Source: an optimization exercise on an open RTL-to-GDS flow (aim: small area). Production flows keep margins and buffers that such runs may drop. The RTL was checked by simulation tests, not by an equivalence proof against the original design. The flow treats the clock pin as an ideal source, which a real chip does not have.

==> design/flow/config.mk <==
export PLATFORM = sky130hd
export DESIGN_NAME = colour_change
export DESIGN_NICKNAME = colour_change
export VERILOG_FILES = /design/flow/design.v
export SDC_FILE = /design/flow/constraint.sdc
export NUM_CORES = 4
export LEC_CHECK = 0
export CAP_MARGIN = 20
export CORE_MARGIN = 2
export CORE_UTILIZATION = 40
export CTS_BUF_LIST = sky130_fd_sc_hd__clkbuf_8
export CTS_CLUSTER_DIAMETER = 100
export CTS_CLUSTER_SIZE = 50
export PLACE_DENSITY = 0.85
export SLEW_MARGIN = 20
export SYNTH_HIERARCHICAL = 1
==> design/flow/constraint.sdc <==
create_clock -name core_clock -period 20.0 [get_ports {clk}]
set_input_delay 4.0000 -clock core_clock [delete_from_list [all_inputs] [get_ports {clk}]]
set_output_delay 4.0000 -clock core_clock [all_outputs]
set_load 0.01 [all_outputs]
==> design/flow/design.v <==
module skin_detection(input [23:0] px, output skin);
    wire sk0, sk1;
    ha sk0_i(px[0], px[2], sk0, sk1);
    wire sk2, sk3;
    fa sk2_i(px[1], px[3], sk1, sk2, sk3);
    wire sk4, sk5;
    fa sk4_i(px[2], px[4], sk3, sk4, sk5);
    wire sk6, sk7;
    fa sk6_i(px[3], px[5], sk5, sk6, sk7);
    wire sk8, sk9;
    fa sk8_i(px[4], px[6], sk7, sk8, sk9);
    wire sk10, sk11;
    fa sk10_i(px[5], px[7], sk9, sk10, sk11);
    wire sk12, sk13;
    ha sk12_i(px[6], sk11, sk12, sk13);
    wire sk14, sk15;
    ha sk14_i(px[7], sk13, sk14, sk15);
    wire sk16, sk17;
    ha sk16_i(px[8], px[9], sk16, sk17);
    wire sk18, sk19;
    fa sk18_i(px[9], px[10], sk17, sk18, sk19);
    wire sk20, sk21;
    fa sk20_i(px[10], px[11], sk19, sk20, sk21);
    wire sk22, sk23;
    fa sk22_i(px[11], px[12], sk21, sk22, sk23);
    wire sk24, sk25;
    fa sk24_i(px[12], px[13], sk23, sk24, sk25);
    wire sk26, sk27;
    fa sk26_i(px[13], px[14], sk25, sk26, sk27);
    wire sk28, sk29;
    fa sk28_i(px[14], px[15], sk27, sk28, sk29);
    wire sk30, sk31;
    ha sk30_i(px[15], sk29, sk30, sk31);
    wire sk32 = px[1] & px[8];
    wire sk33 = (px[9] & sk32) | (px[9] & sk0) | (sk32 & sk0);
    wire sk34, sk35;
    fa sk34_i(px[10], sk33, sk2, sk34, sk35);
    wire sk36, sk37;
    fa sk36_i(px[11], sk35, sk4, sk36, sk37);
    wire sk38 = ~(sk36 ^ sk34);
    wire sk39 = sk36 & ~sk34;
    wire sk40, sk41;
    fa sk40_i(px[8], px[12], sk34, sk40, sk41);
    wire sk42, sk43;
    fa sk42_i(sk37, sk6, sk40, sk42, sk43);
    wire sk44, sk45;
    ha sk44_i(sk39, sk42, sk44, sk45);
    wire sk46, sk47;
    fa sk46_i(px[13], sk16, sk41, sk46, sk47);
    wire sk48, sk49;
    fa sk48_i(sk8, sk43, sk46, sk48, sk49);
    wire sk50, sk51;
    ha sk50_i(sk45, sk48, sk50, sk51);
    wire sk52, sk53;
    fa sk52_i(px[0], px[14], sk18, sk52, sk53);
    wire sk54, sk55;
    fa sk54_i(sk52, sk47, sk10, sk54, sk55);
    wire sk56, sk57;
    fa sk56_i(sk49, sk51, sk54, sk56, sk57);
    wire sk58, sk59;
    fa sk58_i(px[16], px[1], px[15], sk58, sk59);
    wire sk60, sk61;
    fa sk60_i(sk58, sk53, sk20, sk60, sk61);
    wire sk62, sk63;
    fa sk62_i(sk60, sk12, sk55, sk62, sk63);
    wire sk64, sk65;
    ha sk64_i(sk57, sk62, sk64, sk65);
    wire sk66, sk67;
    fa sk66_i(px[17], sk0, sk59, sk66, sk67);
    wire sk68, sk69;
    fa sk68_i(sk66, sk61, sk22, sk68, sk69);
    wire sk70, sk71;
    fa sk70_i(sk68, sk14, sk63, sk70, sk71);
    wire sk72 = ~(sk70 ^ sk65);
    wire sk73 = sk70 & ~sk65;
    wire sk74, sk75;
    fa sk74_i(px[18], sk2, sk67, sk74, sk75);
    wire sk76, sk77;
    fa sk76_i(sk74, sk24, sk69, sk76, sk77);
    wire sk78, sk79;
    fa sk78_i(sk76, sk15, sk65, sk78, sk79);
    wire sk80, sk81;
    fa sk80_i(sk71, sk73, sk78, sk80, sk81);
    wire sk82, sk83;
    fa sk82_i(px[19], sk4, sk75, sk82, sk83);
    wire sk84, sk85;
    fa sk84_i(sk82, sk26, sk77, sk84, sk85);
    wire sk86, sk87;
    fa sk86_i(sk84, sk79, sk81, sk86, sk87);
    wire sk88, sk89;
    fa sk88_i(px[20], sk6, sk83, sk88, sk89);
    wire sk90, sk91;
    fa sk90_i(sk88, sk28, sk85, sk90, sk91);
    wire sk92, sk93;
    ha sk92_i(sk90, sk87, sk92, sk93);
    wire sk94, sk95;
    fa sk94_i(px[21], sk8, sk89, sk94, sk95);
    wire sk96, sk97;
    fa sk96_i(sk94, sk30, sk91, sk96, sk97);
    wire sk98, sk99;
    ha sk98_i(sk96, sk93, sk98, sk99);
    wire sk100, sk101;
    fa sk100_i(px[22], sk10, sk95, sk100, sk101);
    wire sk102, sk103;
    fa sk102_i(sk31, sk100, sk97, sk102, sk103);
    wire sk104, sk105;
    ha sk104_i(sk102, sk99, sk104, sk105);
    wire sk106, sk107;
    fa sk106_i(px[23], sk12, sk101, sk106, sk107);
    wire sk108, sk109;
    fa sk108_i(sk106, sk103, sk105, sk108, sk109);
    wire sk110, sk111;
    fa sk110_i(sk14, sk107, sk109, sk110, sk111);
    wire sk112 = sk15 ^ sk111 ^ sk110;
    wire sk113, sk114;
    ha sk113_i(px[8], sk34, sk113, sk114);
    wire sk115, sk116;
    fa sk115_i(px[8], sk16, sk38, sk115, sk116);
    wire sk117 = ~(sk114 ^ sk115);
    wire sk118 = sk114 & ~sk115;
    wire sk119, sk120;
    fa sk119_i(sk18, sk116, sk44, sk119, sk120);
    wire sk121, sk122;
    ha sk121_i(sk118, sk119, sk121, sk122);
    wire sk123, sk124;
    fa sk123_i(sk20, sk120, sk50, sk123, sk124);
    wire sk125 = ~sk122;
    wire sk126, sk127;
    fa sk126_i(sk119, sk125, sk123, sk126, sk127);
    wire sk128, sk129;
    fa sk128_i(sk22, sk124, sk56, sk128, sk129);
    wire sk130 = sk127 ^ sk128;
    wire sk131 = ~(sk127 | sk128);
    wire sk132, sk133;
    fa sk132_i(sk24, sk64, sk129, sk132, sk133);
    wire sk134 = ~(sk131 ^ sk132);
    wire sk135 = sk131 & ~sk132;
    wire sk136, sk137;
    fa sk136_i(sk26, sk72, sk133, sk136, sk137);
    wire sk138, sk139;
    ha sk138_i(sk135, sk136, sk138, sk139);
    wire sk140, sk141;
    fa sk140_i(sk28, sk80, sk137, sk140, sk141);
    wire sk142, sk143;
    ha sk142_i(sk136, sk140, sk142, sk143);
    wire sk144 = ~sk142;
    wire sk145, sk146;
    fa sk145_i(px[8], sk139, sk144, sk145, sk146);
    wire sk147, sk148;
    fa sk147_i(sk30, sk86, sk141, sk147, sk148);
    wire sk149, sk150;
    ha sk149_i(sk143, sk147, sk149, sk150);
    wire sk151 = ~sk149;
    wire sk152, sk153;
    fa sk152_i(px[9], sk146, sk151, sk152, sk153);
    wire sk154, sk155;
    fa sk154_i(sk31, sk92, sk148, sk154, sk155);
    wire sk156 = ~sk150;
    wire sk157, sk158;
    fa sk157_i(px[10], sk156, sk153, sk157, sk158);
    wire sk159 = ~(sk157 ^ sk154);
    wire sk160 = sk157 & ~sk154;
    wire sk161, sk162;
    fa sk161_i(px[11], sk158, sk160, sk161, sk162);
    wire sk163, sk164;
    ha sk163_i(sk98, sk155, sk163, sk164);
    wire sk165 = ~(sk161 ^ sk163);
    wire sk166 = sk161 & ~sk163;
    wire sk167, sk168;
    fa sk167_i(px[12], sk162, sk166, sk167, sk168);
    wire sk169 = ~sk167;
    wire sk170, sk171;
    fa sk170_i(sk104, sk164, sk169, sk170, sk171);
    wire sk172 = ~sk108;
    wire sk173, sk174;
    fa sk173_i(px[13], sk172, sk168, sk173, sk174);
    wire sk175 = ~(sk173 ^ sk171);
    wire sk176 = sk173 & ~sk171;
    wire sk177, sk178;
    fa sk177_i(px[14], sk110, sk174, sk177, sk178);
    wire sk179, sk180;
    ha sk179_i(sk176, sk177, sk179, sk180);
    wire sk181, sk182;
    fa sk181_i(px[15], sk112, sk178, sk181, sk182);
    wire sk183, sk184;
    ha sk183_i(sk180, sk181, sk183, sk184);
    wire sk185 = ~(sk184 ^ sk182);
    wire sk186 = ~(sk34 ^ px[16]);
    wire sk187 = sk34 & ~px[16];
    wire sk188, sk189;
    fa sk188_i(px[16], px[17], sk38, sk188, sk189);
    wire sk190, sk191;
    ha sk190_i(sk187, sk188, sk190, sk191);
    wire sk192, sk193;
    fa sk192_i(px[17], px[18], sk189, sk192, sk193);
    wire sk194, sk195;
    fa sk194_i(sk188, sk44, sk192, sk194, sk195);
    wire sk196 = ~(sk191 ^ sk194);
    wire sk197 = sk191 & ~sk194;
    wire sk198, sk199;
    fa sk198_i(px[18], px[19], sk193, sk198, sk199);
    wire sk200, sk201;
    fa sk200_i(sk50, sk195, sk198, sk200, sk201);
    wire sk202 = ~(sk197 ^ sk200);
    wire sk203 = sk197 & ~sk200;
    wire sk204, sk205;
    fa sk204_i(px[19], px[20], sk199, sk204, sk205);
    wire sk206, sk207;
    fa sk206_i(sk56, sk201, sk204, sk206, sk207);
    wire sk208, sk209;
    ha sk208_i(sk203, sk206, sk208, sk209);
    wire sk210, sk211;
    fa sk210_i(px[20], px[21], sk205, sk210, sk211);
    wire sk212, sk213;
    fa sk212_i(sk64, sk207, sk210, sk212, sk213);
    wire sk214 = ~sk209;
    wire sk215, sk216;
    fa sk215_i(sk206, sk214, sk212, sk215, sk216);
    wire sk217, sk218;
    fa sk217_i(px[21], px[22], sk211, sk217, sk218);
    wire sk219, sk220;
    fa sk219_i(sk72, sk213, sk217, sk219, sk220);
    wire sk221, sk222;
    ha sk221_i(sk216, sk219, sk221, sk222);
    wire sk223, sk224;
    fa sk223_i(px[22], px[23], sk218, sk223, sk224);
    wire sk225, sk226;
    fa sk225_i(sk80, sk220, sk223, sk225, sk226);
    wire sk227 = ~px[16];
    wire sk228, sk229;
    fa sk228_i(sk227, sk222, sk225, sk228, sk229);
    wire sk230, sk231;
    fa sk230_i(px[23], sk224, sk86, sk230, sk231);
    wire sk232, sk233;
    fa sk232_i(sk226, sk230, sk229, sk232, sk233);
    wire sk234, sk235;
    ha sk234_i(px[17], sk232, sk234, sk235);
    wire sk236, sk237;
    fa sk236_i(sk92, sk231, sk233, sk236, sk237);
    wire sk238, sk239;
    ha sk238_i(sk232, sk236, sk238, sk239);
    wire sk240 = ~sk238;
    wire sk241, sk242;
    fa sk241_i(px[18], sk235, sk240, sk241, sk242);
    wire sk243, sk244;
    fa sk243_i(sk98, sk237, sk239, sk243, sk244);
    wire sk245 = ~sk243;
    wire sk246, sk247;
    fa sk246_i(px[19], sk242, sk245, sk246, sk247);
    wire sk248, sk249;
    ha sk248_i(sk104, sk244, sk248, sk249);
    wire sk250 = ~sk248;
    wire sk251, sk252;
    fa sk251_i(px[20], sk250, sk247, sk251, sk252);
    wire sk253, sk254;
    ha sk253_i(sk108, sk249, sk253, sk254);
    wire sk255 = ~sk253;
    wire sk256, sk257;
    fa sk256_i(px[21], sk255, sk252, sk256, sk257);
    wire sk258, sk259;
    fa sk258_i(px[22], sk110, sk257, sk258, sk259);
    wire sk260 = ~(sk258 ^ sk254);
    wire sk261 = sk258 & ~sk254;
    wire sk262, sk263;
    fa sk262_i(px[23], sk112, sk259, sk262, sk263);
    wire sk264 = ~(sk262 ^ sk261);
    wire sk265 = sk262 & ~sk261;
    wire sk266 = sk261 ^ sk263 ^ sk265;
    assign skin = (~(~sk112) | (~(~sk110) & (~(sk108) | (~(sk104) & (~(sk98) | (~(sk92) & (~(sk86) | (~(sk80) & (~(sk72) | (~(sk64) | (~(sk56) | (~(sk50) & (~(sk44) & (~(sk38) | ~(~sk34))))))))))))))) & (~(sk185) & (~(sk183) & (~(sk179) | (~(sk175) | (~(~sk170) & (~(sk165) | (~(sk159) | (~(sk152) | (~(sk145) & (~(sk138) & (~(sk134) | (~(sk130) & (~(~sk126) | (~(sk121) | (~(sk117) & ~(sk113)))))))))))))))) & (~(sk266) & (~(sk264) & (~(sk260) | (~(sk256) & (~(sk251) | (~(sk246) & (~(sk241) & (~(sk234) | (~(~sk228) & (~(~sk221) & (~(~sk215) & (~(sk208) & (~(sk202) & ~(sk196))))))))))))));
endmodule
module fa(input a, input b, input c, output s, output co);
    assign s = a ^ b ^ c;
    assign co = (a & b) | (a & c) | (b & c);
endmodule
module ha(input a, input b, output s, output co);
    assign s = a ^ b;
    assign co = a & b;
endmodule
module position(input [23:0] px, output [7:0] grey);
    wire [2:0] t_r3;
    grey_r3 u_r3(.x(px[23:16]), .q(t_r3));
    wire [4:0] t_bh;
    grey_bh u_bh(.x(px[15:12]), .q(t_bh));
    wire [0:0] t_bl;
    grey_bl u_bl(.x(px[11:8]), .q(t_bl));
    wire [0:0] t_bc;
    grey_bc u_bc(.x(px[15:8]), .q(t_bc));
    wire gr0 = ~px[7];
    wire gr1 = (px[2] & px[6]) | (px[2] & gr0) | (px[6] & gr0);
    wire gr2, gr3;
    fa gr2_i(px[0], px[3], gr1, gr2, gr3);
    wire gr4 = ~(px[6] | gr2);
    wire gr5, gr6;
    fa gr5_i(px[1], px[4], gr3, gr5, gr6);
    wire gr7 = ~gr5;
    wire gr8 = (px[6] & gr4) | (px[6] & gr7) | (gr4 & gr7);
    wire gr9, gr10;
    fa gr9_i(px[2], px[5], gr6, gr9, gr10);
    wire gr11 = ~gr9;
    wire gr12 = (px[0] & gr8) | (px[0] & gr11) | (gr8 & gr11);
    wire gr13, gr14;
    fa gr13_i(px[3], px[6], gr10, gr13, gr14);
    wire gr15 = ~gr13;
    wire gr16 = (px[1] & gr12) | (px[1] & gr15) | (gr12 & gr15);
    wire gr17, gr18;
    fa gr17_i(px[4], px[7], gr14, gr17, gr18);
    wire gr19, gr20;
    fa gr19_i(px[0], px[2], gr16, gr19, gr20);
    wire gr21 = gr19 & ~gr17;
    wire gr22, gr23;
    fa gr22_i(px[1], px[3], t_r3[0], gr22, gr23);
    wire gr24, gr25;
    fa gr24_i(t_bh[0], t_bl[0], t_bc[0], gr24, gr25);
    wire gr26, gr27;
    fa gr26_i(gr22, gr24, gr20, gr26, gr27);
    wire gr28, gr29;
    ha gr28_i(px[5], gr18, gr28, gr29);
    wire gr30 = ~gr28;
    wire gr31, gr32;
    fa gr31_i(gr30, gr21, gr26, gr31, gr32);
    wire gr33, gr34;
    fa gr33_i(px[2], px[4], t_r3[1], gr33, gr34);
    wire gr35, gr36;
    fa gr35_i(t_bh[1], gr23, gr25, gr35, gr36);
    wire gr37, gr38;
    fa gr37_i(gr33, gr35, gr27, gr37, gr38);
    wire gr39, gr40;
    ha gr39_i(px[6], gr29, gr39, gr40);
    wire gr41 = ~gr39;
    wire gr42, gr43;
    fa gr42_i(gr41, gr32, gr37, gr42, gr43);
    wire gr44, gr45;
    fa gr44_i(px[3], px[5], t_r3[2], gr44, gr45);
    wire gr46, gr47;
    fa gr46_i(t_bh[2], gr34, gr44, gr46, gr47);
    wire gr48, gr49;
    fa gr48_i(gr36, gr46, gr38, gr48, gr49);
    wire gr50, gr51;
    ha gr50_i(px[7], gr40, gr50, gr51);
    wire gr52 = ~gr50;
    wire gr53, gr54;
    fa gr53_i(gr52, gr43, gr48, gr53, gr54);
    wire gr55, gr56;
    fa gr55_i(px[4], px[6], t_bh[3], gr55, gr56);
    wire gr57, gr58;
    fa gr57_i(gr45, gr55, gr47, gr57, gr58);
    wire gr59, gr60;
    fa gr59_i(gr57, gr49, gr54, gr59, gr60);
    wire gr61 = ~(gr59 ^ gr51);
    wire gr62 = gr59 & ~gr51;
    wire gr63, gr64;
    fa gr63_i(px[5], px[7], t_bh[4], gr63, gr64);
    wire gr65, gr66;
    fa gr65_i(gr56, gr63, gr58, gr65, gr66);
    wire gr67, gr68;
    fa gr67_i(gr65, gr60, gr62, gr67, gr68);
    wire gr69, gr70;
    fa gr69_i(px[6], gr64, gr66, gr69, gr70);
    wire gr71, gr72;
    fa gr71_i(gr69, gr68, gr67, gr71, gr72);
    wire gr73, gr74;
    fa gr73_i(px[7], gr70, gr72, gr73, gr74);
    wire gr75 = ~(gr73 ^ gr71);
    wire gr76 = gr73 & ~gr71;
    wire gr77 = gr71 ^ gr74 ^ gr76;
    assign grey = {~gr77, gr75, ~gr71, ~gr67, gr61, gr53, gr42, gr31};
endmodule
module grey_r3(input [7:0] x, output reg [2:0] q);
    always @* case (x)
        8'd0: q = 3'd0;
        8'd1: q = 3'd0;
        8'd2: q = 3'd0;
        8'd3: q = 3'd0;
        8'd4: q = 3'd0;
        8'd5: q = 3'd0;
        8'd6: q = 3'd0;
        8'd7: q = 3'd0;
        8'd8: q = 3'd0;
        8'd9: q = 3'd0;
        8'd10: q = 3'd0;
        8'd11: q = 3'd0;
        8'd12: q = 3'd0;
        8'd13: q = 3'd0;
        8'd14: q = 3'd0;
        8'd15: q = 3'd0;
        8'd16: q = 3'd0;
        8'd17: q = 3'd0;
        8'd18: q = 3'd0;
        8'd19: q = 3'd0;
        8'd20: q = 3'd0;
        8'd21: q = 3'd0;
        8'd22: q = 3'd0;
        8'd23: q = 3'd0;
        8'd24: q = 3'd0;
        8'd25: q = 3'd0;
        8'd26: q = 3'd0;
        8'd27: q = 3'd0;
        8'd28: q = 3'd0;
        8'd29: q = 3'd0;
        8'd30: q = 3'd0;
        8'd31: q = 3'd0;
        8'd32: q = 3'd0;
        8'd33: q = 3'd0;
        8'd34: q = 3'd1;
        8'd35: q = 3'd1;
        8'd36: q = 3'd1;
        8'd37: q = 3'd1;
        8'd38: q = 3'd1;
        8'd39: q = 3'd1;
        8'd40: q = 3'd1;
        8'd41: q = 3'd1;
        8'd42: q = 3'd1;
        8'd43: q = 3'd1;
        8'd44: q = 3'd1;
        8'd45: q = 3'd1;
        8'd46: q = 3'd1;
        8'd47: q = 3'd1;
        8'd48: q = 3'd1;
        8'd49: q = 3'd1;
        8'd50: q = 3'd1;
        8'd51: q = 3'd1;
        8'd52: q = 3'd1;
        8'd53: q = 3'd1;
        8'd54: q = 3'd1;
        8'd55: q = 3'd1;
        8'd56: q = 3'd1;
        8'd57: q = 3'd1;
        8'd58: q = 3'd1;
        8'd59: q = 3'd1;
        8'd60: q = 3'd1;
        8'd61: q = 3'd1;
        8'd62: q = 3'd1;
        8'd63: q = 3'd1;
        8'd64: q = 3'd1;
        8'd65: q = 3'd1;
        8'd66: q = 3'd1;
        8'd67: q = 3'd2;
        8'd68: q = 3'd2;
        8'd69: q = 3'd2;
        8'd70: q = 3'd2;
        8'd71: q = 3'd2;
        8'd72: q = 3'd2;
        8'd73: q = 3'd2;
        8'd74: q = 3'd2;
        8'd75: q = 3'd2;
        8'd76: q = 3'd2;
        8'd77: q = 3'd2;
        8'd78: q = 3'd2;
        8'd79: q = 3'd2;
        8'd80: q = 3'd2;
        8'd81: q = 3'd2;
        8'd82: q = 3'd2;
        8'd83: q = 3'd2;
        8'd84: q = 3'd2;
        8'd85: q = 3'd2;
        8'd86: q = 3'd2;
        8'd87: q = 3'd2;
        8'd88: q = 3'd2;
        8'd89: q = 3'd2;
        8'd90: q = 3'd2;
        8'd91: q = 3'd2;
        8'd92: q = 3'd2;
        8'd93: q = 3'd2;
        8'd94: q = 3'd2;
        8'd95: q = 3'd2;
        8'd96: q = 3'd2;
        8'd97: q = 3'd2;
        8'd98: q = 3'd2;
        8'd99: q = 3'd2;
        8'd100: q = 3'd3;
        8'd101: q = 3'd3;
        8'd102: q = 3'd3;
        8'd103: q = 3'd3;
        8'd104: q = 3'd3;
        8'd105: q = 3'd3;
        8'd106: q = 3'd3;
        8'd107: q = 3'd3;
        8'd108: q = 3'd3;
        8'd109: q = 3'd3;
        8'd110: q = 3'd3;
        8'd111: q = 3'd3;
        8'd112: q = 3'd3;
        8'd113: q = 3'd3;
        8'd114: q = 3'd3;
        8'd115: q = 3'd3;
        8'd116: q = 3'd3;
        8'd117: q = 3'd3;
        8'd118: q = 3'd3;
        8'd119: q = 3'd3;
        8'd120: q = 3'd3;
        8'd121: q = 3'd3;
        8'd122: q = 3'd3;
        8'd123: q = 3'd3;
        8'd124: q = 3'd3;
        8'd125: q = 3'd3;
        8'd126: q = 3'd3;
        8'd127: q = 3'd3;
        8'd128: q = 3'd3;
        8'd129: q = 3'd3;
        8'd130: q = 3'd3;
        8'd131: q = 3'd3;
        8'd132: q = 3'd3;
        8'd133: q = 3'd3;
        8'd134: q = 3'd4;
        8'd135: q = 3'd4;
        8'd136: q = 3'd4;
        8'd137: q = 3'd4;
        8'd138: q = 3'd4;
        8'd139: q = 3'd4;
        8'd140: q = 3'd4;
        8'd141: q = 3'd4;
        8'd142: q = 3'd4;
        8'd143: q = 3'd4;
        8'd144: q = 3'd4;
        8'd145: q = 3'd4;
        8'd146: q = 3'd4;
        8'd147: q = 3'd4;
        8'd148: q = 3'd4;
        8'd149: q = 3'd4;
        8'd150: q = 3'd4;
        8'd151: q = 3'd4;
        8'd152: q = 3'd4;
        8'd153: q = 3'd4;
        8'd154: q = 3'd4;
        8'd155: q = 3'd4;
        8'd156: q = 3'd4;
        8'd157: q = 3'd4;
        8'd158: q = 3'd4;
        8'd159: q = 3'd4;
        8'd160: q = 3'd4;
        8'd161: q = 3'd4;
        8'd162: q = 3'd4;
        8'd163: q = 3'd4;
        8'd164: q = 3'd4;
        8'd165: q = 3'd4;
        8'd166: q = 3'd4;
        8'd167: q = 3'd5;
        8'd168: q = 3'd5;
        8'd169: q = 3'd5;
        8'd170: q = 3'd5;
        8'd171: q = 3'd5;
        8'd172: q = 3'd5;
        8'd173: q = 3'd5;
        8'd174: q = 3'd5;
        8'd175: q = 3'd5;
        8'd176: q = 3'd5;
        8'd177: q = 3'd5;
        8'd178: q = 3'd5;
        8'd179: q = 3'd5;
        8'd180: q = 3'd5;
        8'd181: q = 3'd5;
        8'd182: q = 3'd5;
        8'd183: q = 3'd5;
        8'd184: q = 3'd5;
        8'd185: q = 3'd5;
        8'd186: q = 3'd5;
        8'd187: q = 3'd5;
        8'd188: q = 3'd5;
        8'd189: q = 3'd5;
        8'd190: q = 3'd5;
        8'd191: q = 3'd5;
        8'd192: q = 3'd5;
        8'd193: q = 3'd5;
        8'd194: q = 3'd5;
        8'd195: q = 3'd5;
        8'd196: q = 3'd5;
        8'd197: q = 3'd5;
        8'd198: q = 3'd5;
        8'd199: q = 3'd5;
        8'd200: q = 3'd6;
        8'd201: q = 3'd6;
        8'd202: q = 3'd6;
        8'd203: q = 3'd6;
        8'd204: q = 3'd6;
        8'd205: q = 3'd6;
        8'd206: q = 3'd6;
        8'd207: q = 3'd6;
        8'd208: q = 3'd6;
        8'd209: q = 3'd6;
        8'd210: q = 3'd6;
        8'd211: q = 3'd6;
        8'd212: q = 3'd6;
        8'd213: q = 3'd6;
        8'd214: q = 3'd6;
        8'd215: q = 3'd6;
        8'd216: q = 3'd6;
        8'd217: q = 3'd6;
        8'd218: q = 3'd6;
        8'd219: q = 3'd6;
        8'd220: q = 3'd6;
        8'd221: q = 3'd6;
        8'd222: q = 3'd6;
        8'd223: q = 3'd6;
        8'd224: q = 3'd6;
        8'd225: q = 3'd6;
        8'd226: q = 3'd6;
        8'd227: q = 3'd6;
        8'd228: q = 3'd6;
        8'd229: q = 3'd6;
        8'd230: q = 3'd6;
        8'd231: q = 3'd6;
        8'd232: q = 3'd6;
        8'd233: q = 3'd6;
        8'd234: q = 3'd7;
        8'd235: q = 3'd7;
        8'd236: q = 3'd7;
        8'd237: q = 3'd7;
        8'd238: q = 3'd7;
        8'd239: q = 3'd7;
        8'd240: q = 3'd7;
        8'd241: q = 3'd7;
        8'd242: q = 3'd7;
        8'd243: q = 3'd7;
        8'd244: q = 3'd7;
        8'd245: q = 3'd7;
        8'd246: q = 3'd7;
        8'd247: q = 3'd7;
        8'd248: q = 3'd7;
        8'd249: q = 3'd7;
        8'd250: q = 3'd7;
        8'd251: q = 3'd7;
        8'd252: q = 3'd7;
        8'd253: q = 3'd7;
        8'd254: q = 3'd7;
        8'd255: q = 3'd7;
    endcase
endmodule
module grey_bh(input [3:0] x, output reg [4:0] q);
    always @* case (x)
        4'd0: q = 5'd0;
        4'd1: q = 5'd1;
        4'd2: q = 5'd3;
        4'd3: q = 5'd5;
        4'd4: q = 5'd7;
        4'd5: q = 5'd8;
        4'd6: q = 5'd10;
        4'd7: q = 5'd12;
        4'd8: q = 5'd14;
        4'd9: q = 5'd15;
        4'd10: q = 5'd17;
        4'd11: q = 5'd19;
        4'd12: q = 5'd21;
        4'd13: q = 5'd22;
        4'd14: q = 5'd24;
        4'd15: q = 5'd26;
    endcase
endmodule
module grey_bl(input [3:0] x, output reg [0:0] q);
    always @* case (x)
        4'd0: q = 1'd0;
        4'd1: q = 1'd0;
        4'd2: q = 1'd0;
        4'd3: q = 1'd0;
        4'd4: q = 1'd0;
        4'd5: q = 1'd0;
        4'd6: q = 1'd0;
        4'd7: q = 1'd0;
        4'd8: q = 1'd0;
        4'd9: q = 1'd0;
        4'd10: q = 1'd1;
        4'd11: q = 1'd1;
        4'd12: q = 1'd1;
        4'd13: q = 1'd1;
        4'd14: q = 1'd1;
        4'd15: q = 1'd1;
    endcase
endmodule
module grey_bc(input [7:0] x, output reg [0:0] q);
    always @* case (x)
        8'd0: q = 1'd0;
        8'd1: q = 1'd0;
        8'd2: q = 1'd0;
        8'd3: q = 1'd0;
        8'd4: q = 1'd0;
        8'd5: q = 1'd0;
        8'd6: q = 1'd0;
        8'd7: q = 1'd0;
        8'd8: q = 1'd0;
        8'd9: q = 1'd0;
        8'd10: q = 1'd0;
        8'd11: q = 1'd0;
        8'd12: q = 1'd0;
        8'd13: q = 1'd0;
        8'd14: q = 1'd0;
        8'd15: q = 1'd0;
        8'd16: q = 1'd0;
        8'd17: q = 1'd0;
        8'd18: q = 1'd0;
        8'd19: q = 1'd1;
        8'd20: q = 1'd1;
        8'd21: q = 1'd1;
        8'd22: q = 1'd1;
        8'd23: q = 1'd1;
        8'd24: q = 1'd1;
        8'd25: q = 1'd1;
        8'd26: q = 1'd0;
        8'd27: q = 1'd0;
        8'd28: q = 1'd1;
        8'd29: q = 1'd1;
        8'd30: q = 1'd1;
        8'd31: q = 1'd1;
        8'd32: q = 1'd0;
        8'd33: q = 1'd0;
        8'd34: q = 1'd0;
        8'd35: q = 1'd0;
        8'd36: q = 1'd0;
        8'd37: q = 1'd1;
        8'd38: q = 1'd1;
        8'd39: q = 1'd1;
        8'd40: q = 1'd1;
        8'd41: q = 1'd1;
        8'd42: q = 1'd0;
        8'd43: q = 1'd0;
        8'd44: q = 1'd0;
        8'd45: q = 1'd0;
        8'd46: q = 1'd1;
        8'd47: q = 1'd1;
        8'd48: q = 1'd0;
        8'd49: q = 1'd0;
        8'd50: q = 1'd0;
        8'd51: q = 1'd0;
        8'd52: q = 1'd0;
        8'd53: q = 1'd0;
        8'd54: q = 1'd0;
        8'd55: q = 1'd1;
        8'd56: q = 1'd1;
        8'd57: q = 1'd1;
        8'd58: q = 1'd0;
        8'd59: q = 1'd0;
        8'd60: q = 1'd0;
        8'd61: q = 1'd0;
        8'd62: q = 1'd0;
        8'd63: q = 1'd0;
        8'd64: q = 1'd0;
        8'd65: q = 1'd0;
        8'd66: q = 1'd0;
        8'd67: q = 1'd0;
        8'd68: q = 1'd0;
        8'd69: q = 1'd0;
        8'd70: q = 1'd0;
        8'd71: q = 1'd0;
        8'd72: q = 1'd0;
        8'd73: q = 1'd1;
        8'd74: q = 1'd0;
        8'd75: q = 1'd0;
        8'd76: q = 1'd0;
        8'd77: q = 1'd0;
        8'd78: q = 1'd0;
        8'd79: q = 1'd0;
        8'd80: q = 1'd0;
        8'd81: q = 1'd0;
        8'd82: q = 1'd1;
        8'd83: q = 1'd1;
        8'd84: q = 1'd1;
        8'd85: q = 1'd1;
        8'd86: q = 1'd1;
        8'd87: q = 1'd1;
        8'd88: q = 1'd1;
        8'd89: q = 1'd1;
        8'd90: q = 1'd0;
        8'd91: q = 1'd1;
        8'd92: q = 1'd1;
        8'd93: q = 1'd1;
        8'd94: q = 1'd1;
        8'd95: q = 1'd1;
        8'd96: q = 1'd0;
        8'd97: q = 1'd0;
        8'd98: q = 1'd0;
        8'd99: q = 1'd0;
        8'd100: q = 1'd1;
        8'd101: q = 1'd1;
        8'd102: q = 1'd1;
        8'd103: q = 1'd1;
        8'd104: q = 1'd1;
        8'd105: q = 1'd1;
        8'd106: q = 1'd0;
        8'd107: q = 1'd0;
        8'd108: q = 1'd0;
        8'd109: q = 1'd0;
        8'd110: q = 1'd1;
        8'd111: q = 1'd1;
        8'd112: q = 1'd0;
        8'd113: q = 1'd0;
        8'd114: q = 1'd0;
        8'd115: q = 1'd0;
        8'd116: q = 1'd0;
        8'd117: q = 1'd0;
        8'd118: q = 1'd0;
        8'd119: q = 1'd1;
        8'd120: q = 1'd1;
        8'd121: q = 1'd1;
        8'd122: q = 1'd0;
        8'd123: q = 1'd0;
        8'd124: q = 1'd0;
        8'd125: q = 1'd0;
        8'd126: q = 1'd0;
        8'd127: q = 1'd0;
        8'd128: q = 1'd0;
        8'd129: q = 1'd0;
        8'd130: q = 1'd0;
        8'd131: q = 1'd0;
        8'd132: q = 1'd0;
        8'd133: q = 1'd0;
        8'd134: q = 1'd0;
        8'd135: q = 1'd0;
        8'd136: q = 1'd0;
        8'd137: q = 1'd1;
        8'd138: q = 1'd0;
        8'd139: q = 1'd0;
        8'd140: q = 1'd0;
        8'd141: q = 1'd0;
        8'd142: q = 1'd0;
        8'd143: q = 1'd0;
        8'd144: q = 1'd0;
        8'd145: q = 1'd0;
        8'd146: q = 1'd1;
        8'd147: q = 1'd1;
        8'd148: q = 1'd1;
        8'd149: q = 1'd1;
        8'd150: q = 1'd1;
        8'd151: q = 1'd1;
        8'd152: q = 1'd1;
        8'd153: q = 1'd1;
        8'd154: q = 1'd0;
        8'd155: q = 1'd1;
        8'd156: q = 1'd1;
        8'd157: q = 1'd1;
        8'd158: q = 1'd1;
        8'd159: q = 1'd1;
        8'd160: q = 1'd0;
        8'd161: q = 1'd0;
        8'd162: q = 1'd0;
        8'd163: q = 1'd0;
        8'd164: q = 1'd1;
        8'd165: q = 1'd1;
        8'd166: q = 1'd1;
        8'd167: q = 1'd1;
        8'd168: q = 1'd1;
        8'd169: q = 1'd1;
        8'd170: q = 1'd0;
        8'd171: q = 1'd0;
        8'd172: q = 1'd0;
        8'd173: q = 1'd1;
        8'd174: q = 1'd1;
        8'd175: q = 1'd1;
        8'd176: q = 1'd0;
        8'd177: q = 1'd0;
        8'd178: q = 1'd0;
        8'd179: q = 1'd0;
        8'd180: q = 1'd0;
        8'd181: q = 1'd0;
        8'd182: q = 1'd1;
        8'd183: q = 1'd1;
        8'd184: q = 1'd1;
        8'd185: q = 1'd1;
        8'd186: q = 1'd0;
        8'd187: q = 1'd0;
        8'd188: q = 1'd0;
        8'd189: q = 1'd0;
        8'd190: q = 1'd0;
        8'd191: q = 1'd1;
        8'd192: q = 1'd0;
        8'd193: q = 1'd0;
        8'd194: q = 1'd0;
        8'd195: q = 1'd0;
        8'd196: q = 1'd0;
        8'd197: q = 1'd0;
        8'd198: q = 1'd0;
        8'd199: q = 1'd0;
        8'd200: q = 1'd1;
        8'd201: q = 1'd1;
        8'd202: q = 1'd0;
        8'd203: q = 1'd0;
        8'd204: q = 1'd0;
        8'd205: q = 1'd0;
        8'd206: q = 1'd0;
        8'd207: q = 1'd0;
        8'd208: q = 1'd0;
        8'd209: q = 1'd0;
        8'd210: q = 1'd1;
        8'd211: q = 1'd1;
        8'd212: q = 1'd1;
        8'd213: q = 1'd1;
        8'd214: q = 1'd1;
        8'd215: q = 1'd1;
        8'd216: q = 1'd1;
        8'd217: q = 1'd1;
        8'd218: q = 1'd0;
        8'd219: q = 1'd1;
        8'd220: q = 1'd1;
        8'd221: q = 1'd1;
        8'd222: q = 1'd1;
        8'd223: q = 1'd1;
        8'd224: q = 1'd0;
        8'd225: q = 1'd0;
        8'd226: q = 1'd0;
        8'd227: q = 1'd0;
        8'd228: q = 1'd1;
        8'd229: q = 1'd1;
        8'd230: q = 1'd1;
        8'd231: q = 1'd1;
        8'd232: q = 1'd1;
        8'd233: q = 1'd1;
        8'd234: q = 1'd0;
        8'd235: q = 1'd0;
        8'd236: q = 1'd0;
        8'd237: q = 1'd1;
        8'd238: q = 1'd1;
        8'd239: q = 1'd1;
        8'd240: q = 1'd0;
        8'd241: q = 1'd0;
        8'd242: q = 1'd0;
        8'd243: q = 1'd0;
        8'd244: q = 1'd0;
        8'd245: q = 1'd0;
        8'd246: q = 1'd1;
        8'd247: q = 1'd1;
        8'd248: q = 1'd1;
        8'd249: q = 1'd1;
        8'd250: q = 1'd0;
        8'd251: q = 1'd0;
        8'd252: q = 1'd0;
        8'd253: q = 1'd0;
        8'd254: q = 1'd0;
        8'd255: q = 1'd1;
    endcase
endmodule
module colour_change #
(
    parameter DATA_WIDTH = 24
)
(
    input  wire                  clk,
    input  wire                  n_rst,
    input  wire [DATA_WIDTH-1:0] i_vid_data,
    input  wire                  i_vid_hsync,
    input  wire                  i_vid_vsync,
    input  wire                  i_vid_VDE,
    output wire [DATA_WIDTH-1:0] o_vid_data,
    output wire                  o_vid_hsync,
    output wire                  o_vid_vsync,
    output wire                  o_vid_VDE,
    input  wire [3:0]            btn,
    input  wire [3:0]            sw,
    output wire [3:0]            led
);
    assign led = 4'd0;
    wire m1 = (sw == 4'd1);
    wire m2 = (sw == 4'd2);
    wire m3 = (sw == 4'd3);
    wire fx = m1 | m2 | m3;           
    reg [23:0] d1, d2, d3;
    reg sk3;
    reg hs, vs, de;
    wire skin;
    skin_detection u_skin(.px(d2), .skin(skin));
    wire [7:0] grey;
    position u_grey(.px(d1), .grey(grey));
    reg  [10:0] h;
    wire [11:0] hc;
    wire [10:0] hinc;
    assign hc[0] = i_vid_VDE;
    genvar i;
    generate for (i = 0; i < 11; i = i + 1) begin : g_inc
        ha u_ha(.a(h[i]), .b(hc[i]), .s(hinc[i]), .co(hc[i+1]));
    end endgenerate
    wire wrap = hc[7] & h[8] & h[9] & h[10];    
    wire hkeep = n_rst & ~wrap;
    always @(posedge clk)
        h <= hinc & {11{hkeep}};
    wire band = (h > 11'd200) && (h < 11'd800);
    always @(posedge clk) begin
        d1 <= i_vid_data;
        d2 <= d1;
        d3 <= d2;
        sk3 <= skin;
        hs <= i_vid_hsync;
        vs <= i_vid_vsync;
        de <= i_vid_VDE;
    end
    wire s_d3  = m1 & sk3;                  
    wire s_ff  = m1 & ~sk3;                 
    wire s_d1  = m3 & ~band;                
    wire s_nd1 = m2;                        
    wire s_gr  = m3 & band;                 
    wire s_in  = ~fx;                       
    wire [7:0] gx_n  = ~({8{s_gr}} & grey);            
    wire [7:0] gxf_n = ~(({8{s_gr}} & grey) | {8{s_ff}});  
    wire [23:0] x_n = {gxf_n, gxf_n, gx_n};
    generate for (i = 0; i < 24; i = i + 1) begin : g_out
        omux u_mux(.a1(s_d3), .a2(d3[i]), .c1(s_in), .c2(i_vid_data[i]),
                   .d(d1[i]), .d1(s_d1), .d0(s_nd1), .xn(x_n[i]), .o(o_vid_data[i]));
    end endgenerate
    assign o_vid_hsync = fx ? hs : i_vid_hsync;
    assign o_vid_vsync = fx ? vs : i_vid_vsync;
    assign o_vid_VDE   = fx ? de : i_vid_VDE;
endmodule
module omux(input a1, input a2, input c1, input c2, input d, input d1, input d0, input xn, output o);
    assign o = (a1 & a2) | (c1 & c2) | (d ? d1 : d0) | ~xn;
endmodule
==> design/flow/flow/run.sh <==
#!/bin/bash
# Layout flow: the standard ORFS flow (standard.sh) with
#  1. port buffers of the smallest buffer cell (buffer_ports -buffer_cell buf_1);
#  2. clock tree synthesis without dummy load cells, then smaller clock
#     buffers where the clock slew allows (flow/post_cts.tcl);
#  3. after the standard synthesis, the combinational cells other than the
#     full-adder cells are re-mapped by ABC for area (registers, full adders
#     and tie cells are kept as they are, so every register keeps its name
#     and cell).
# Each tool's output goes to a log file of its own in this folder.
set -euo pipefail
export BUFFER_PORTS_ARGS="-buffer_cell sky130_fd_sc_hd__buf_1"
export POST_CTS_TCL="$PWD/flow/post_cts.tcl"
export CTS_ARGS="-sink_clustering_enable -repair_clock_nets -dont_use_dummy_load -buf_list sky130_fd_sc_hd__clkbuf_8 -sink_clustering_size 50 -sink_clustering_max_diameter 100"

bash standard.sh synth > synth.log 2>&1

RES=orfs/results/$FLOW_PLATFORM/colour_change/base
LOGD=orfs/logs/$FLOW_PLATFORM/colour_change/base
LIB=$FLOW_HOME/platforms/$FLOW_PLATFORM/lib/sky130_fd_sc_hd__tt_025C_1v80.lib
YOSYS=$FLOW_HOME/../tools/install/yosys/bin/yosys
[ -x "$YOSYS" ] || YOSYS=yosys

cp $RES/1_2_yosys.v synth_netlist.v
KEEP='sky130_fd_sc_hd__(fa_1|dfxtp_1|conb_1)$'
CELLS=$(grep -o 'sky130_fd_sc_hd__[a-z0-9_]*' synth_netlist.v | sort -u | grep -Ev "$KEEP" || true)
python3 flow/cellfuncs.py $LIB cellfuncs.v $CELLS > cellfuncs.log 2>&1
DONT_USE=$(grep -m1 '^abc -script' $LOGD/1_2_yosys.log | grep -o '\-dont_use [^ ]*' | tr '\n' ' ')
# try a few ABC area scripts and keep the smallest result
best=""; besta=0
for n in 1 2 3; do
cat > resynth$n.ys <<EOT
read_liberty -lib $LIB
read_verilog -overwrite cellfuncs.v
read_verilog synth_netlist.v
hierarchy -top $FLOW_TOP
flatten
techmap
opt -fast
hierarchy -top $FLOW_TOP
abc -liberty $LIB $DONT_USE -script flow/resynth$n.abc
setundef -zero
splitnets
opt_clean -purge
hilomap -singleton -hicell sky130_fd_sc_hd__conb_1 HI -locell sky130_fd_sc_hd__conb_1 LO
opt_clean -purge
write_verilog -noattr -noexpr -nohex -nodec resynth_netlist$n.v
EOT
if $YOSYS -s resynth$n.ys > resynth$n.log 2>&1; then
  a=$(python3 flow/cellarea.py $LIB resynth_netlist$n.v)
  echo "script $n: area $a" >> resynth_choice.log
  if [ -z "$best" ] || python3 -c "import sys; sys.exit(0 if $a < $besta else 1)"; then
    best=$n; besta=$a
  fi
fi
done
echo "chosen: $best" >> resynth_choice.log
cp resynth_netlist$best.v $RES/1_2_yosys.v
rm -f $RES/1_synth.odb

bash standard.sh > standard.log 2>&1
==> design/flow/flow/cellarea.py <==
#!/usr/bin/env python3
"""Total liberty cell area of the instances in a mapped Verilog netlist.
Usage: cellarea.py LIB NETLIST"""
import re, sys
lib = open(sys.argv[1]).read()
area = {}
for body in re.split(r'\n\s*cell\s*\(', lib)[1:]:
    n = re.match(r'\s*"?(\w+)"?', body).group(1)
    a = re.search(r'area\s*:\s*([\d.]+)', body)
    if a:
        area[n] = float(a.group(1))
net = open(sys.argv[2]).read()
print("%.4f" % sum(area.get(c, 0.0) for c in re.findall(r'^\s*(sky130_\w+)\s', net, re.M)))
==> design/flow/flow/cellfuncs.py <==
#!/usr/bin/env python3
"""Write Verilog models of the combinational single-output cells of a
liberty file (their 'function' attributes), so that Yosys can flatten a mapped
netlist back to plain logic.  Usage: cellfuncs.py LIB OUT.v [cells used...]"""
import re, sys
lib = open(sys.argv[1]).read()
used = set(sys.argv[3:])
out = []
for body in re.split(r'\n\s*cell\s*\(', lib)[1:]:
    name = re.match(r'\s*"?(\w+)"?', body).group(1)
    if used and name not in used:
        continue
    if re.search(r'\b(ff|latch|statetable)\s*\(', body):
        continue
    pins = re.findall(r'pin\s*\(\s*"?(\w+)"?\s*\)\s*\{(.*?)\n\s{8}\}', body, re.S)
    ins, outs = [], []
    for p, pb in pins:
        d = re.search(r'direction\s*:\s*"?(\w+)"?', pb)
        if not d:
            continue
        if d.group(1) == 'input':
            ins.append(p)
        elif d.group(1) == 'output':
            f = re.search(r'function\s*:\s*"([^"]*)"', pb)
            outs.append((p, f.group(1) if f else None))
    if not outs or any(f is None for o, f in outs):
        continue
    assigns = []
    for o, f in outs:
        e = f.replace('!', '~').replace('*', '&').replace('+', '|')
        e = re.sub(r'(\w)\s+(?=[\w(~])', r'\1 & ', e)  # implicit AND by space
        e = re.sub(r'\)\s+(?=[\w(~])', r') & ', e)
        assigns.append("  assign %s = %s;\n" % (o, e))
    on = [o for o, f in outs]
    out.append("module %s(%s);\n  input %s;\n  output %s;\n%sendmodule\n" % (
        name, ", ".join(ins + on), ", ".join(ins), ", ".join(on), "".join(assigns)))
open(sys.argv[2], 'w').write("\n".join(out))
==> design/flow/flow/post_cts.tcl <==
set small sky130_fd_sc_hd__clkbuf_4
set limit 0.112
set block [ord::get_db_block]
if {![get_property [lindex [all_clocks] 0] is_propagated]} { set_propagated_clock [all_clocks] }
proc leaf_max_slew { net } {
  set worst 0
  foreach it [$net getITerms] {
    if {[[$it getMTerm] getName] != "CLK"} { continue }
    set pin [get_pins [[$it getInst] getName]/CLK]
    set s [get_property $pin slew_max]
    if {$s > $worst} { set worst $s }
  }
  return $worst
}
foreach inst [$block getInsts] {
  set m [[$inst getMaster] getName]
  if {![string match "sky130_fd_sc_hd__clkbuf_*" $m]} { continue }
  set onet [[$inst findITerm X] getNet]
  if {![string match "*leaf*" [$onet getName]]} { continue }
  set iname [$inst getName]
  replace_cell $iname $small
  estimate_parasitics -placement
  set s [leaf_max_slew $onet]
  if {$s > $limit} {
    replace_cell $iname $m
    estimate_parasitics -placement
    puts "post_cts: $iname kept as $m (slew [format %.3f $s] with $small)"
  } else {
    puts "post_cts: $iname -> $small (slew [format %.3f $s])"
  }
}

# the root buffer only drives the leaf buffers
foreach inst [$block getInsts] {
  set m [[$inst getMaster] getName]
  if {![string match "sky130_fd_sc_hd__clkbuf_*" $m]} { continue }
  set inet [[$inst findITerm A] getNet]
  if {[llength [$inet getBTerms]] == 0} { continue }
  set iname [$inst getName]
  replace_cell $iname $small
  estimate_parasitics -placement
  set worst 0
  foreach inst2 [$block getInsts] {
    if {![string match "sky130_fd_sc_hd__clkbuf_*" [[$inst2 getMaster] getName]] || $inst2 == $inst} { continue }
    set on [[$inst2 findITerm X] getNet]
    set s [leaf_max_slew $on]
    if {$s > $worst} { set worst $s }
  }
  if {$worst > $limit} {
    replace_cell $iname $m
    estimate_parasitics -placement
    puts "post_cts: root $iname kept as $m"
  } else {
    puts "post_cts: root $iname -> $small (worst sink slew [format %.3f $worst])"
  }
}
==> design/flow/flow/resynth1.abc <==
strash
dch -f
map -a
strash
dch -f
map -a
strash
dch -f
map -a
topo
==> design/flow/flow/resynth2.abc <==
strash
dch -f
map -a
strash
dch -f
map -a
strash
dch -f
map -a
strash
dch -f
amap
topo
==> design/flow/flow/resynth3.abc <==
strash
dch -f
map -a
strash
dch -f
map -a
strash
dch -f
map -a
strash
dch -f
map -a
strash
dch -f
map -a
topo
==> design/flow/standard.sh <==
#!/bin/bash
# synth_recipe.tcl (not shown) runs the flow's synth.tcl, then flattens the netlist and writes it again
# the make line also repeats each setting of config.mk as NAME=value (left out here)
make -C /OpenROAD-flow-scripts/flow DESIGN_CONFIG=/design/flow/config.mk WORK_HOME=/design/flow/orfs CLKGATE_MAP_FILE= SYNTH_SCRIPT=/design/flow/synth_recipe.tcl "${@:-finish}"
==> run summary, run 1 <==
met1 usage 0.262; utilization after layout 0.447; die area 15700 sq um; Final Hold Viols 0; Starting Density 0.407; worst path required time 16.00 ns; critical path type flip-flop to output port; setup TNS 0 ns; share of cells above drive strength 1 0.0221; diodes inserted 0; I/O pin total 68; worst-path fanout max 9; GR Util met2 0.312; min cycle time layout 12.75 ns; Yosys warning count 11; grt ovf 0; final max-slew violation count 0; Crit. End Element output port; DR vias 4531; Wirelength per Cell 17.8 microns; standard-cell rows 44; first-pass GRT wire length 23900 microns; max cap viols 0; Tcrit/Tclk final 0.637; status no timing/DRC/antenna violations; Worst Path Arrival 8.75 ns; # DRC 0; number of global-route vias before repair 4669; DR pass1 iterations 7; syn_area_per_cell 10.5 sq um; post-route antenna net violation count 0; Mapped Cells 559; initial antenna violation count 0; synthesized area 5870 sq um; core region area 14400 sq um; max frequency 78.4 MHz; Overall Global Routing Usage 0.194; Iter 0 DRT Violations 367; worst skew pair latency 0.43 ns; CP Launch Type flip-flop; die height 125 microns; Port Buffers 59; Most Crowded Layer GR met2; Synth-to-Final Area Change 9.92%; CTS tree built; final RePlAce weighted congestion 0.916; DP Cell Count 808; Post-layout nets 785; worst-margin pin slew 1.04 ns; dpl hpwl 12000 microns; RSZ-0062 raised after global routing no; Die X 125 microns; Clock Skews 0.0270 ns; Clock Pin Slew Worst Setup and Hold Paths 0.08 ns; final instance count without filler cells 817; drt total wl 14500 microns; HP Class flip-flop to flip-flop; vias per cell 5.55; Fill cells 1359; Slew HR 0.305; largest net degree at the start of global routing 25; final setup vio count 0; met3 usage 0.0415; CTS Sinks 87
[path summary, 6_finish.rpt]
path	to	slack (ns)	startpoint	cells after the start
max reg2reg	sk3	9.48	d2[2]	33
min	d2[16]	0.38	d1[16]	0
max	o_vid_data[23]	7.25	d1[7]	26
min reg2reg	d2[16]	0.38	d1[16]	0
[registers in the layout, summed over array words and instances (netlist names)]
signal,count
d1,24
d2,24
d3,24
de,1
h,11
hs,1
sk3,1
vs,1
[cell type report]
cell class	count	area (sq um)	share of cell area
flip-flops and latches	87	1740	0.270
well taps	184	230	0.0357
inverters	61	229	0.0355
multi-input cells	414	3920	0.607
clock buffers	9	86.3	0.0134
repair buffers	62	244	0.0378
[through the flow]
stage          hold slack (ns)  setup WS (ns)  cell area [sq um]
6_report                 0.383           7.25               6450
5_1_grt                  0.387           6.80               6450
3_5_place_dp             0.371           7.78               6360
3_3_place_gp             0.366           7.86               6360
2_1_floorplan            0.355           8.53               5880
[critical path: stages (launching register included)]
cell      delay, ns
dfxtp_1        0.57
clkinv_1       0.15
o21ai_0        0.17
o21ai_0        0.13
fa_1           0.41
fa_1           0.39
fa_1           0.39
fa_1           0.51
nor2_1         0.05
nor3_1         0.16
a21oi_1        0.08
fa_1           0.40
fa_1           0.41
fa_1           0.47
fa_1           0.40
fa_1           0.41
fa_1           0.53
and2_0         0.20
fa_1           0.48
fa_1           0.40
fa_1           0.46
nor2_1         0.19
nor2_1         0.06
a211oi_1       0.44
nor2_1         0.13
o211ai_1       0.15
buf_1          0.18
[routing by layer]
layer	up-vias	wire length, microns
met5	-	0
met4	0	414
met2	225	6860
met3	29	1160
met1	2190	6090
li1	2087	-
[placed cells by master (no fill, tap or decap), drive strengths merged, types with 2 or more instances in the layout]
cell type  count
fa           113
dfxtp         87
nor2          69
buf           62
clkinv        61
nand2         41
a21oi         32
o21ai         30
nor3          13
a221oi        11
o22ai         10
clkbuf         9
a211oi         8
nand3          8
and2           7
nor2b          7
or2            6
a222oi         6
and3           5
o211ai         4
o221ai         4
a221o          4
conb           4
nor4           4
a22oi          3
o32ai          3
o21a           3
o22a           3
a31oi          2
o31ai          2
o41a           2
==> run 2, diff against run 1 <==
--- a/design/flow/config.mk
+++ b/design/flow/config.mk
@@ -13,3 +13,2 @@
 export CTS_CLUSTER_SIZE = 50
-export PLACE_DENSITY = 0.85
 export SLEW_MARGIN = 20
==> run 2 against run 1 <==
Against the previous run: setup slack better by 0.013 ns; largest cell class unchanged; flip-flop and latch count did not move; clock skew shrank 0.00072 ns; critical path depth unchanged.
==> run summary, run 2 <==
Final WS setup 7.26 ns (+0.0127 ns); vias per cell 5.41 (-2.4%); Crit. End Element output port; die area 15700 sq um (unchanged); Die X 125 microns (unchanged); I/O pin total 68 (unchanged); GR Util met2 0.315 (+0.00256); critical path type flip-flop to output port; DR pass1 iterations 5 (-2); die height 125 microns (unchanged); commonest non-fill, non-tap cell in the layout fa_1; Slew HR 0.617 (+0.312); Port Buffers 59 (unchanged); syn_area_per_cell 10.5 sq um (unchanged); met1 usage 0.281 (+0.0188); Wirelength per Cell 17.8 microns (+0.20%); Slowest Stage Delay on Critical Path 0.56 ns (about the same); largest net degree at the start of global routing 26 (+4.0%); setup TNS 0 ns (unchanged); Post-layout nets 785 (unchanged); worst-path fanout max 9 (unchanged); final RePlAce weighted congestion 0.859 (-6.3%); share of cells above drive strength 1 0.0237 (+0.00158); # DRC 0 (unchanged); RSZ-0062 raised after global routing no; commonest cells after routing, fill and taps aside fa_1, dfxtp_1, nor2_1; core region area 14400 sq um (unchanged); status no timing/DRC/antenna violations; CTS tree built; CTS Sinks 87 (unchanged); Iter 0 DRT Violations 371 (+1.1%); Final Hold Viols 0 (unchanged); HP Class flip-flop to flip-flop; Overall Global Routing Usage 0.198 (+0.00462); Synth-to-Final Area Change 10.2%; standard-cell rows 44 (unchanged); Mapped Cells 559 (unchanged); Starting Density 0.407 (unchanged); Crit-path slowest cell dfxtp_1; cell mode on critical path fa_1; Most Crowded Layer GR met2; CP Launch Type flip-flop; Yosys warning count 11 (unchanged); grt ovf 0 (unchanged); worst-margin pin slew 0.572 ns (-0.470 ns); first-pass GRT wire length 24400 microns (+1.7%); number of global-route vias before repair 4662 (-0.15%); Setup Slack @ Placement 7.74 ns (-0.0365 ns); Clock Pin Slew Worst Setup and Hold Paths 0.10 ns (+0.02 ns); Clock Skews 0.0263 ns (-0.000721 ns); DR vias 4420 (-2.4%); dpl hpwl 12100 microns (+0.78%); Worst Path Arrival 8.74 ns (about the same); met3 usage 0.0449 (+0.00342); diodes inserted 0 (unchanged); Tcrit/Tclk final 0.637 (about the same); initial antenna violation count 0 (unchanged); worst path required time 16.00 ns (about the same); drt total wl 14500 microns (+0.20%); Top Registers d1: 24 flops, d2: 24 flops, d3: 24 flops; min cycle time layout 12.74 ns (-0.0127 ns); post-route antenna net violation count 0 (unchanged); final setup vio count 0 (unchanged); max cap viols 0 (unchanged); final max-slew violation count 0 (unchanged); worst skew pair latency 0.43 ns (about the same); max frequency 78.5 MHz (about the same); synthesized area 5870 sq um (unchanged)
[run 2: worst paths after layout]
check	from	endpoint	slack, ns	cells past startpoint
setup / recovery	d1[7]	o_vid_data[23]	7.26	26
hold / removal	d1[18]	d2[18]	0.39	0
setup reg to reg	d2[0]	sk3	9.43	33
hold reg to reg	d1[18]	d2[18]	0.39	0
[run 2: area by class of cell]
class / instances / area [sq um]
inverter: 61 / 229
fill: 1420 / 7960
tap: 184 / 230
sequential: 87 / 1740
timing repair buffer: 62 / 244
clock buffer: 9 / 98.8
multi-input combinational: 414 / 3920
[run 2: layer usage]
metal | share of wire | wire [microns] | vias up
met2 | 0.47 | 6800 | 143
met3 | 0.061 | 891 | 19
li1 | - | - | 2071
met1 | 0.45 | 6620 | 2187
met5 | 0 | 0 | -
met4 | 0.016 | 235 | 0
[run 2: critical path: cells and delay by family (launching register included)]
kind            cells  cell delay (ns)
fa+ha+maj          13             5.68
compound gates      5             0.98
simple gates        6             0.77
flops               1             0.56
buf+inv             2             0.33
[run 2: stage by stage]
step	instance area [sq um]	instances	hold slack (ns)	util
finish	6460	817	0.393	0.448
global route	6460	817	0.406	0.448
detailed placement	6360	808	0.369	0.441
global placement	6360	808	0.377	0.441
floorplan	5880	562	0.355	-
==> run 3, diff against run 2 <==
--- a/design/flow/design.v
+++ b/design/flow/design.v
@@ -287,24 +287,24 @@
     grey_bc u_bc(.x(px[15:8]), .q(t_bc));
-    wire gr0 = ~px[7];
-    wire gr1 = (px[2] & px[6]) | (px[2] & gr0) | (px[6] & gr0);
-    wire gr2, gr3;
-    fa gr2_i(px[0], px[3], gr1, gr2, gr3);
-    wire gr4 = ~(px[6] | gr2);
-    wire gr5, gr6;
-    fa gr5_i(px[1], px[4], gr3, gr5, gr6);
-    wire gr7 = ~gr5;
-    wire gr8 = (px[6] & gr4) | (px[6] & gr7) | (gr4 & gr7);
-    wire gr9, gr10;
-    fa gr9_i(px[2], px[5], gr6, gr9, gr10);
-    wire gr11 = ~gr9;
-    wire gr12 = (px[0] & gr8) | (px[0] & gr11) | (gr8 & gr11);
-    wire gr13, gr14;
-    fa gr13_i(px[3], px[6], gr10, gr13, gr14);
-    wire gr15 = ~gr13;
-    wire gr16 = (px[1] & gr12) | (px[1] & gr15) | (gr12 & gr15);
-    wire gr17, gr18;
-    fa gr17_i(px[4], px[7], gr14, gr17, gr18);
+    wire gr0 = (px[6] & px[7]) | (px[6] & px[2]) | (px[7] & px[2]);
+    wire gr1, gr2;
+    fa gr1_i(px[2], px[0], px[3], gr1, gr2);
+    wire gr3 = gr0 & gr1;
+    wire gr4, gr5;
+    fa gr4_i(px[1], px[4], gr2, gr4, gr5);
+    wire gr6 = ~gr3;
+    wire gr7 = (gr1 & gr6) | (gr1 & gr4) | (gr6 & gr4);
+    wire gr8, gr9;
+    fa gr8_i(px[2], px[5], gr5, gr8, gr9);
+    wire gr10 = ~px[0];
+    wire gr11 = (gr10 & gr7) | (gr10 & gr8) | (gr7 & gr8);
+    wire gr12, gr13;
+    fa gr12_i(px[3], px[6], gr9, gr12, gr13);
+    wire gr14 = ~px[1];
+    wire gr15 = (gr14 & gr11) | (gr14 & gr12) | (gr11 & gr12);
+    wire gr16, gr17;
+    fa gr16_i(px[4], px[7], gr13, gr16, gr17);
+    wire gr18 = ~gr15;
     wire gr19, gr20;
-    fa gr19_i(px[0], px[2], gr16, gr19, gr20);
-    wire gr21 = gr19 & ~gr17;
+    fa gr19_i(px[0], px[2], gr18, gr19, gr20);
+    wire gr21 = gr19 & ~gr16;
     wire gr22, gr23;
@@ -316,3 +316,3 @@
     wire gr28, gr29;
-    ha gr28_i(px[5], gr18, gr28, gr29);
+    ha gr28_i(px[5], gr17, gr28, gr29);
     wire gr30 = ~gr28;
--- a/design/flow/flow/run.sh
+++ b/design/flow/flow/run.sh
@@ -9,2 +9,3 @@
 #     and cell).
+#  4. the tie cell driving the constant led outputs is not duplicated per pin.
 # Each tool's output goes to a log file of its own in this folder.
@@ -12,2 +13,3 @@
 export BUFFER_PORTS_ARGS="-buffer_cell sky130_fd_sc_hd__buf_1"
+export SKIP_REPAIR_TIE_FANOUT=1
 export POST_CTS_TCL="$PWD/flow/post_cts.tcl"
--- a/design/flow/flow/post_cts.tcl
+++ b/design/flow/flow/post_cts.tcl
@@ -1,3 +1,3 @@
 set small sky130_fd_sc_hd__clkbuf_4
-set limit 0.112
+set limit 0.106
 set block [ord::get_db_block]
--- a/design/flow/config.mk
+++ b/design/flow/config.mk
@@ -13,2 +13,3 @@
 export CTS_CLUSTER_SIZE = 50
+export PLACE_DENSITY = 0.85
 export SLEW_MARGIN = 20
==> run 3 against run 2 <==
Against the previous run: die area increased by 0.14%; cell count increased by 0.12%; sequential share of layout area about the same; utilization about the same; synthesized cell count increased by 0.72%.
==> run summary, run 3 <==
min cycle time layout 12.45 ns (-0.281 ns); first-pass GRT wire length 23900 microns (-1.7%); setup TNS 0 ns (unchanged); Buf+Inv Stages, Crit Path 1 (-1); number of global-route vias before repair 4646 (-0.34%); die height 125 microns (about the same); design area 6460 sq um (about the same); DP Cell Count 809 (+0.12%); final instance count without filler cells 818 (+0.12%); Final Hold Viols 0 (unchanged); DR pass1 iterations 6 (+1); # DRC 0 (unchanged); final max-slew violation count 0 (unchanged); Slowest Stage Delay on Critical Path 0.54 ns (-0.02 ns); Die X 125 microns (about the same); Starting Density 0.407 (+0.000607); diodes inserted 0 (unchanged); die area 15700 sq um (+0.14%); Post-layout nets 786 (+0.13%); max frequency 80.3 MHz (+2.3%); syn_area_per_cell 10.4 sq um (-0.56%); dpl hpwl 11900 microns (-1.4%); Crit-path slowest cell fa_1; grt ovf 0 (unchanged); Fill cells 1414 (-0.42%); Iter 0 DRT Violations 351 (-5.4%); initial antenna violation count 0 (unchanged); worst path cell trace fa_1 > fa_1 > fa_1 > fa_1 > o221ai_1 > a21boi_0 > fa_1 > fa_1 > fa_1 > fa_1 > fa_1 > fa_1 > and2_0 > fa_1 > fa_1 > fa_1 > nor2_1 > nor2_1 > a211oi_1 > or2_0 > a21oi_1 > o21ai_0 > a221o_1 > buf_1; HP Class flip-flop to flip-flop; CTS tree built; commonest non-fill, non-tap cell in the layout fa_1; worst skew pair latency 0.47 ns (+0.04 ns); status no timing/DRC/antenna violations; worst path required time 16.00 ns (about the same); Wirelength per Cell 17.9 microns (+0.63%); vias per cell 5.57 (+2.9%); Slew HR 0.280 (-0.337); Mapped Cells 563 (+0.72%); worst-margin pin slew 1.08 ns (+0.508 ns); I/O pin total 68 (unchanged); area occupied by multi-input gates 3890 sq um (-0.77%); Hold Path Sink d2[21]; Tcrit/Tclk final 0.623 (-0.0141); r2r worst-path depth 32 (-3.0%); Crit. End Element output port; final setup vio count 0 (unchanged); reg2reg setup slack 8.93 ns (-0.50 ns); share of cells above drive strength 1 0.0221 (-0.00161); post-route antenna net violation count 0 (unchanged); Final WS setup 7.55 ns (+0.281 ns); Min Hold Slack 0.359 ns (-0.0335 ns); cell mode on critical path fa_1; Top Registers d1: 24 flops, d2: 24 flops, d3: 24 flops; standard-cell rows 44 (unchanged); Clock Pin Slew Worst Setup and Hold Paths 0.08 ns (-0.02 ns); Overall Global Routing Usage 0.196 (-0.00244); DR vias 4553 (+3.0%); worst-path fanout max 9 (unchanged); Hold Startpoint d1[21]; CP delay by family, top adder cells; capture point of the worst reg-to-reg path sk3; critical path type flip-flop to output port; Synth-to-Final Area Change 10.0%; synthesized area 5880 sq um (+0.15%); Setup Slack @ Placement 8.05 ns (+0.314 ns); largest net degree at the start of global routing 30 (+15%); Clock Skews 0.0297 ns (+0.00341 ns); Placement Cell Area 6360 sq um (about the same); drt total wl 14700 microns (+0.75%); final RePlAce weighted congestion 0.904 (+5.3%); max cap viols 0 (unchanged); Worst Path Arrival 8.45 ns (-0.29 ns); commonest cells after routing, fill and taps aside fa_1, dfxtp_1, clkinv_1; RR Startpoint d2[0]; utilization after layout 0.448 (about the same); core region area 14400 sq um (unchanged); CP Launch Type flip-flop; RSZ-0062 raised after global routing no; Port Buffers 59 (unchanged); Hold Crit Depth 0 (unchanged); FF+latch area 1740 sq um (unchanged); CTS Sinks 87 (unchanged); Yosys warning count 11 (unchanged)
==> run 3: worst max path at each step <==
| stage | endpoint | slack [ns] | start | cells after the start |
|---|---|---|---|---|
| floorplan | o_vid_data[23] | 8.68 | d1[2] | 22 |
| global placement | o_vid_data[23] | 8.22 | d1[2] | 24 |
| detailed placement | o_vid_data[23] | 8.05 | d1[2] | 24 |
| global route | o_vid_data[23] | 7.11 | d1[2] | 24 |
| finish | o_vid_data[23] | 7.55 | d1[2] | 24 |
==> run 3: per-layer routing <==
layer,routed length (microns),global-route usage,part of all wire
met1,6150,0.265,0.42
met2,7000,0.314,0.48
met3,1140,0.0445,0.078
met4,369,0.0654,0.025
met5,0,0,0
==> run 3: final cells by class <==
type / instances / share of cell area
Inverter: 68 / 0.0395
Multi-Input combinational cell: 408 / 0.602
Tap cell: 184 / 0.0356
Sequential cell: 87 / 0.269
Clock buffer: 9 / 0.0163
Timing Repair Buffer: 62 / 0.0377
==> run 3: worst reg2reg max path: cells and delay by family, from the launching register on <==
| kind | cells | cell delay (ns) |
|---|---|---|
| AO/OA/AOI/OAI | 3 | 0.34 |
| AND/OR/NAND/NOR | 8 | 1.69 |
| adder cells (fa/ha/maj) | 18 | 8.16 |
| buffers and inverters | 3 | 0.30 |
| flip-flops | 1 | 0.46 |

-- static timing again, ports no longer ideal --
No port has a modelled driver above. Below, the same layouts with a new extraction and two added sets of constraints. Step 1 assumes that a clkbuf_16 drives the clock port and a buf_2 every other input. Step 2 also shifts input and output timing later by t, the mid clock arrival at the registers, as if the neighbouring blocks saw the same clock. Slacks: no drivers / after step 1 / after step 2; pairs: no drivers / after step 1.
run | t (ns) | setup slack, ns | worst setup path at the end | clock arrival spread, ns | worst slew at a driven data input, ns
run 1 | 0.451 | 7.251 / 7.224 / 7.675 | register to output | 0.041 / 0.041 | 0.05
run 2 | 0.447 | 7.264 / 7.236 / 7.683 | register to output | 0.030 / 0.030 | 0.04
run 3 | 0.484 | 7.545 / 7.511 / 7.995 | register to output | 0.032 / 0.032 | 0.06
After both steps setup and hold are still met in every run listed.
